Background: an optimization exercise with open tools, aiming at small area. Do not read the settings as production practice.
RTL that was checked went through simulation tests only; none was proved equivalent to the original.

==> inputs of garnet <==
// fir16_top
module fir16_top (clk, reset, sample_in, y_out);
    input clk;
    input reset;
    input  signed [15:0] sample_in;
    output signed [35:0] y_out;
    reg [15:0] tap0;
    reg [15:0] tap1;
    reg [15:0] tap2;
    reg [15:0] tap3;
    reg [15:0] tap4;
    reg [15:0] tap5;
    reg [15:0] tap6;
    reg [15:0] tap7;
    reg [15:0] tap8;
    reg [15:0] tap9;
    reg [15:0] tap10;
    reg [15:0] tap11;
    reg [15:0] tap12;
    reg [15:0] tap13;
    reg [15:0] tap14;
    reg [15:0] tap15;
    reg [15:0] tap16;
    always @(posedge clk) begin
        tap1 <= tap0;
        tap3 <= tap2;
        tap5 <= tap4;
        tap7 <= tap6;
        tap9 <= tap8;
        tap11 <= tap10;
        tap13 <= tap12;
        tap15 <= tap14;
    end
    always @(posedge clk) begin
        if (reset) begin
            tap0 <= 16'h0000;
            tap2 <= 16'h0000;
            tap4 <= 16'h0000;
            tap6 <= 16'h0000;
            tap8 <= 16'h0000;
            tap10 <= 16'h0000;
  ...
Settings: LEC_CHECK=0, CAP_MARGIN=20, CORE_MARGIN=2, CORE_UTILIZATION=70, CTS_BUF_LIST=sky130_fd_sc_hd__clkbuf_8, CTS_CLUSTER_DIAMETER=80, CTS_CLUSTER_SIZE=16, SLEW_MARGIN=20, SYNTH_HIERARCHICAL=1, SYNTH_MINIMUM_KEEP_SIZE=0; clock period 8.0 ns.
run.sh (not shown) runs the stock make flow with config.mk's settings and CLKGATE_MAP_FILE= SYNTH_SCRIPT=/design/flow/synth_recipe.tcl, a recipe that flattens the netlist after the stock synthesis.
==> inputs of zinc, as changes to garnet <==
==> flow/flow/run.sh (new file) <==
#!/bin/bash
# Standard layout; only the port buffers are the smallest buffer cell.
set -euo pipefail
bash standard.sh 'BUFFER_PORTS_ARGS=-buffer_cell sky130_fd_sc_hd__buf_1' finish > standard_flow.log 2>&1
==> flow/standard.sh (new file) <==
#!/bin/bash
# synth_recipe.tcl (not shown) runs the flow's synth.tcl, then flattens the netlist and writes it again
# the make line also repeats each setting of config.mk as NAME=value (left out here)
make -C /OpenROAD-flow-scripts/flow DESIGN_CONFIG=/design/flow/config.mk WORK_HOME=/design/flow/orfs CLKGATE_MAP_FILE= SYNTH_SCRIPT=/design/flow/synth_recipe.tcl "${@:-finish}"
--- a/flow/config.mk
+++ b/flow/config.mk
@@ -9,3 +9,3 @@
 export CORE_MARGIN = 2
-export CORE_UTILIZATION = 70
+export CORE_UTILIZATION = 40
 export CTS_BUF_LIST = sky130_fd_sc_hd__clkbuf_8
removed: flow/run.sh
==> summary of the runs <==
- Of garnet and zinc, zinc has the higher die area (gap 42%, measured against zinc).
- Non-clock buffer count: garnet is lower than zinc (4).
- Synthesized cell count is the same in garnet and zinc.
- Against garnet, the final cell count of zinc is higher by about 17%.
- Between zinc and garnet, the lower maximum frequency is in garnet (gap 0.42%, measured against garnet).
- Against zinc, the sequential share of layout area of garnet is higher by 0.24 points.
- In garnet the routed wire length is lower than in zinc, by 3.9%.
- Global-route usage: garnet is higher than zinc (11 points).
- Of zinc and garnet, garnet has the higher via count (gap 1.5%, measured against garnet).
Function was not checked in any run of this note: the RTL went through the layout flow alone.

==> 11-28: inputs <==
Another version of the RTL of fir16_top (not shown whole).
Settings: LEC_CHECK=0, ABC_AREA=1, CAP_MARGIN=20, CORE_MARGIN=2, CORE_UTILIZATION=70, CTS_BUF_LIST=sky130_fd_sc_hd__clkbuf_8, CTS_CLUSTER_DIAMETER=80, CTS_CLUSTER_SIZE=14, SLEW_MARGIN=20, SYNTH_HIERARCHICAL=1, SYNTH_MINIMUM_KEEP_SIZE=0; clock period 8.0 ns.
standard.sh (not shown) runs the stock make flow with config.mk's settings and CLKGATE_MAP_FILE= SYNTH_SCRIPT=/design/flow/synth_recipe.tcl, a recipe that flattens the netlist after the stock synthesis.
==> flow/flow/run.sh <==
#!/bin/bash
# Standard layout; only the port buffers are the smallest buffer cell.
set -euo pipefail
bash standard.sh 'BUFFER_PORTS_ARGS=-buffer_cell sky130_fd_sc_hd__buf_1' finish > standard_flow.log 2>&1
==> 11-17: changes against 11-28 <==
- ABC_AREA: 1 -> not set
- CORE_UTILIZATION: 70 -> 60
- CTS_CLUSTER_SIZE: 14 -> 16
==> 01-15: changes against 11-28 <==
--- a/flow/design.v
+++ b/flow/design.v
@@ -20,36 +20,39 @@
     reg [15:0] tap14;
     reg [15:0] tap15;
     reg [15:0] tap16;
     always @(posedge clk) begin
         tap1 <= tap0;
-        tap2 <= tap1;
-        tap4 <= tap3;
+        tap3 <= tap2;
         tap5 <= tap4;
         tap7 <= tap6;
-        tap8 <= tap7;
-        tap10 <= tap9;
+        tap9 <= tap8;
         tap11 <= tap10;
         tap13 <= tap12;
-        tap14 <= tap13;
-        tap16 <= tap15;
+        tap15 <= tap14;
     end
     always @(posedge clk or posedge reset) begin
         if (reset) begin
             tap0 <= 16'h0000;
-            tap3 <= 16'h0000;
+            tap2 <= 16'h0000;
+            tap4 <= 16'h0000;
             tap6 <= 16'h0000;
-            tap9 <= 16'h0000;
+            tap8 <= 16'h0000;
+            tap10 <= 16'h0000;
             tap12 <= 16'h0000;
-            tap15 <= 16'h0000;
+            tap14 <= 16'h0000;
+            tap16 <= 16'h0000;
         end else begin
             tap0 <= sample_in;
-            tap3 <= tap2;
+            tap2 <= tap1;
+            tap4 <= tap3;
             tap6 <= tap5;
-            tap9 <= tap8;
+            tap8 <= tap7;
+            tap10 <= tap9;
             tap12 <= tap11;
-            tap15 <= tap14;
+            tap14 <= tap13;
+            tap16 <= tap15;
         end
     end
     wire n1, n2, n3, n4, n5, n6, n7, n8, n9, n10, n11, n12, n13, n14, n15, n16;
     wire n17, n18, n19, n20, n21, n22, n23, n24, n25, n26, n27, n28, n29, n30, n31, n32;
     wire n33, n34, n35, n36, n37, n38, n39, n40, n41, n42, n43, n44, n45, n46, n47, n48;
@@ -697,25 +700,25 @@
     fir16_ha un1046 (.a(~r_n1015), .b(n1045), .s(n1046), .co(n1047));
     fir16_fa un1048 (.a(r_n1016), .b(r_n1019), .c(~n1047), .s(n1048), .co(n1049));
     fir16_fa un1050 (.a(r_n1018), .b(r_n1020), .c(n1049), .s(n1050), .co(n1051));
     assign n1052 = r_n1021 ^ n1051;
     assign n1053 = ~(r_n1021 | n1051);
-    wire [28:0] y = {n1052, ~n1050, ~n1048, n1046, n1044, n1042, n1040, n1038, n1036, n1034, n1032, n1030, n1028, n1026, n1024, n1022, ~r_n669, r_n631, r_n595, r_n559, r_n527, r_n499, r_n475, r_n455, r_n437, r_n423, r_n411, r_n403, r_n33};
+    wire [28:0] y = {n1052, ~n1050, ~n1048, n1046, n1044, n1042, n1040, n1038, n1036, n1034, n1032, n1030, n1028, n1026, n1024, n1022, ~r_n669, ~r_n631, ~r_n595, ~r_n559, ~r_n527, ~r_n499, ~r_n475, ~r_n455, ~r_n437, ~r_n423, ~r_n411, r_n403, ~r_n33};
     always @(posedge clk) begin
         if (reset) begin
-            r_n33 <= 1'b0;
+            r_n33 <= 1'b1;
             r_n403 <= 1'b0;
-            r_n411 <= 1'b0;
-            r_n423 <= 1'b0;
-            r_n437 <= 1'b0;
-            r_n455 <= 1'b0;
-            r_n475 <= 1'b0;
-            r_n499 <= 1'b0;
-            r_n527 <= 1'b0;
-            r_n559 <= 1'b0;
-            r_n595 <= 1'b0;
-            r_n631 <= 1'b0;
+            r_n411 <= 1'b1;
+            r_n423 <= 1'b1;
+            r_n437 <= 1'b1;
+            r_n455 <= 1'b1;
+            r_n475 <= 1'b1;
+            r_n499 <= 1'b1;
+            r_n527 <= 1'b1;
+            r_n559 <= 1'b1;
+            r_n595 <= 1'b1;
+            r_n631 <= 1'b1;
             r_n669 <= 1'b1;
             r_n670 <= 1'b1;
             r_n707 <= 1'b0;
             r_n747 <= 1'b0;
             r_n785 <= 1'b0;
@@ -738,22 +741,22 @@
             r_n1019 <= 1'b1;
             r_n1018 <= 1'b1;
             r_n1020 <= 1'b1;
             r_n1021 <= 1'b1;
         end else begin
-            r_n33 <= n33;
+            r_n33 <= ~n33;
             r_n403 <= ~n403;
-            r_n411 <= n411;
-            r_n423 <= n423;
-            r_n437 <= n437;
-            r_n455 <= n455;
-            r_n475 <= n475;
-            r_n499 <= n499;
-            r_n527 <= n527;
-            r_n559 <= n559;
-            r_n595 <= n595;
-            r_n631 <= n631;
+            r_n411 <= ~n411;
+            r_n423 <= ~n423;
+            r_n437 <= ~n437;
+            r_n455 <= ~n455;
+            r_n475 <= ~n475;
+            r_n499 <= ~n499;
+            r_n527 <= ~n527;
+            r_n559 <= ~n559;
+            r_n595 <= ~n595;
+            r_n631 <= ~n631;
             r_n669 <= ~n669;
             r_n670 <= ~n670;
             r_n707 <= ~n707;
             r_n747 <= ~n747;
             r_n785 <= ~n785;
- ABC_AREA: 1 -> not set
- CTS_CLUSTER_DIAMETER: 80 -> 70
- CTS_CLUSTER_SIZE: 14 -> 18
==> key figures <==
Detailed routing
  – Vias/cell: 5.25
  – DR WL met3: 1350 um

Global route
  – Met2 GRT Util: 47.5%

Placed design
  – Post-placement setup slack: -129 ps
  – DP HPWL: 30200 um

Critical path
  – RR Endpoint: r_n785$_SDFF_PP0_

Run status
  – Status: complete, no violations

Yosys
  – Sequential share of the synthesized area: 38.3%
(the above is from 01-15)
==> key figures <==
Run status
  – Status: complete, no violations

STA
  – Unrepaired setup endpoints after global routing: false

Yosys
  – Sequential share of the synthesized area: 37.4%
  – Main synth FF type: dfxtp_1
  – Post-Syn Nets: 1587
  – Combinational family with the most area after synthesis: adder cells

Final layout
  – FILL cells: 2220

Detailed routing
  – Vias/cell: 4.94
  – DR WL met3: 1210 um

Placed design
  – DP HPWL: 30400 um

Critical path
  – RR Endpoint: r_n919$_SDFF_PP0_

Clock network
  – CTS tree: built
(the above is from 11-17)
==> key figures <==
Run status
  – Status: complete, no violations

Critical path
  – Crit. path cell count: 18
  – RR Endpoint: r_n919$_SDFF_PP0_

Detailed routing
  – DR WL met3: 1130 um
  – Vias/cell: 5.18
  – Pre-Repair DR Iteration Count: 4

Min path
  – Hold Crit Class: reg -> reg

Placed design
  – DP HPWL: 29100 um
  – Post-placement setup slack: 60.7 ps

Yosys
  – Netlist Area Pre-Place: 17700 sq um

Clock network
  – Clock Path Buffers: 3

Global route
  – Met2 GRT Util: 50.7%

Final layout
  – Non-clk invs: 149
  – Data buffer area share: 1.89%
(the above is from 11-28)

## what the ideal ports hide
The flow's constraints put no driver on any port. The routed layouts listed below were extracted and timed again, unchanged, in two steps.
Step 1 (the two cells are an assumption about what drives the block):
set clk [get_ports {clk}]
set_driving_cell -lib_cell sky130_fd_sc_hd__clkbuf_16 $clk
set_driving_cell -lib_cell sky130_fd_sc_hd__buf_2 [delete_from_list [all_inputs] $clk]
Step 2 times the ports against the registers' clock, not the clock port: input delays grow and output delays shrink by t, the midpoint of the rising clock arrivals with the driver on.
a / b / c = ideal / step 1 / step 2; a / b = the first two.
| run | t (ns) | setup slack, ns | worst hold slack (ns) | worst setup path after step 2 |
|---|---|---|---|---|
| garnet | 0.615 | 0.208 / 0.208 / 0.208 | 0.329 / 0.329 / 0.329 | register to register |
| zinc | 0.668 | 0.240 / 0.240 / 0.240 | 0.333 / 0.333 / 0.333 | register to register |
| 11-28 | 0.617 | 0.210 / 0.210 / 0.210 | 0.344 / 0.344 / 0.344 | register to register |
| 11-17 | 0.612 | 0.189 / 0.189 / 0.189 | 0.348 / 0.348 / 0.348 | register to register |
| 01-15 | 0.598 | 0.188 / 0.188 / 0.188 | 0.350 / 0.350 / 0.350 | register to register |
After both steps every run listed still meets setup and hold.
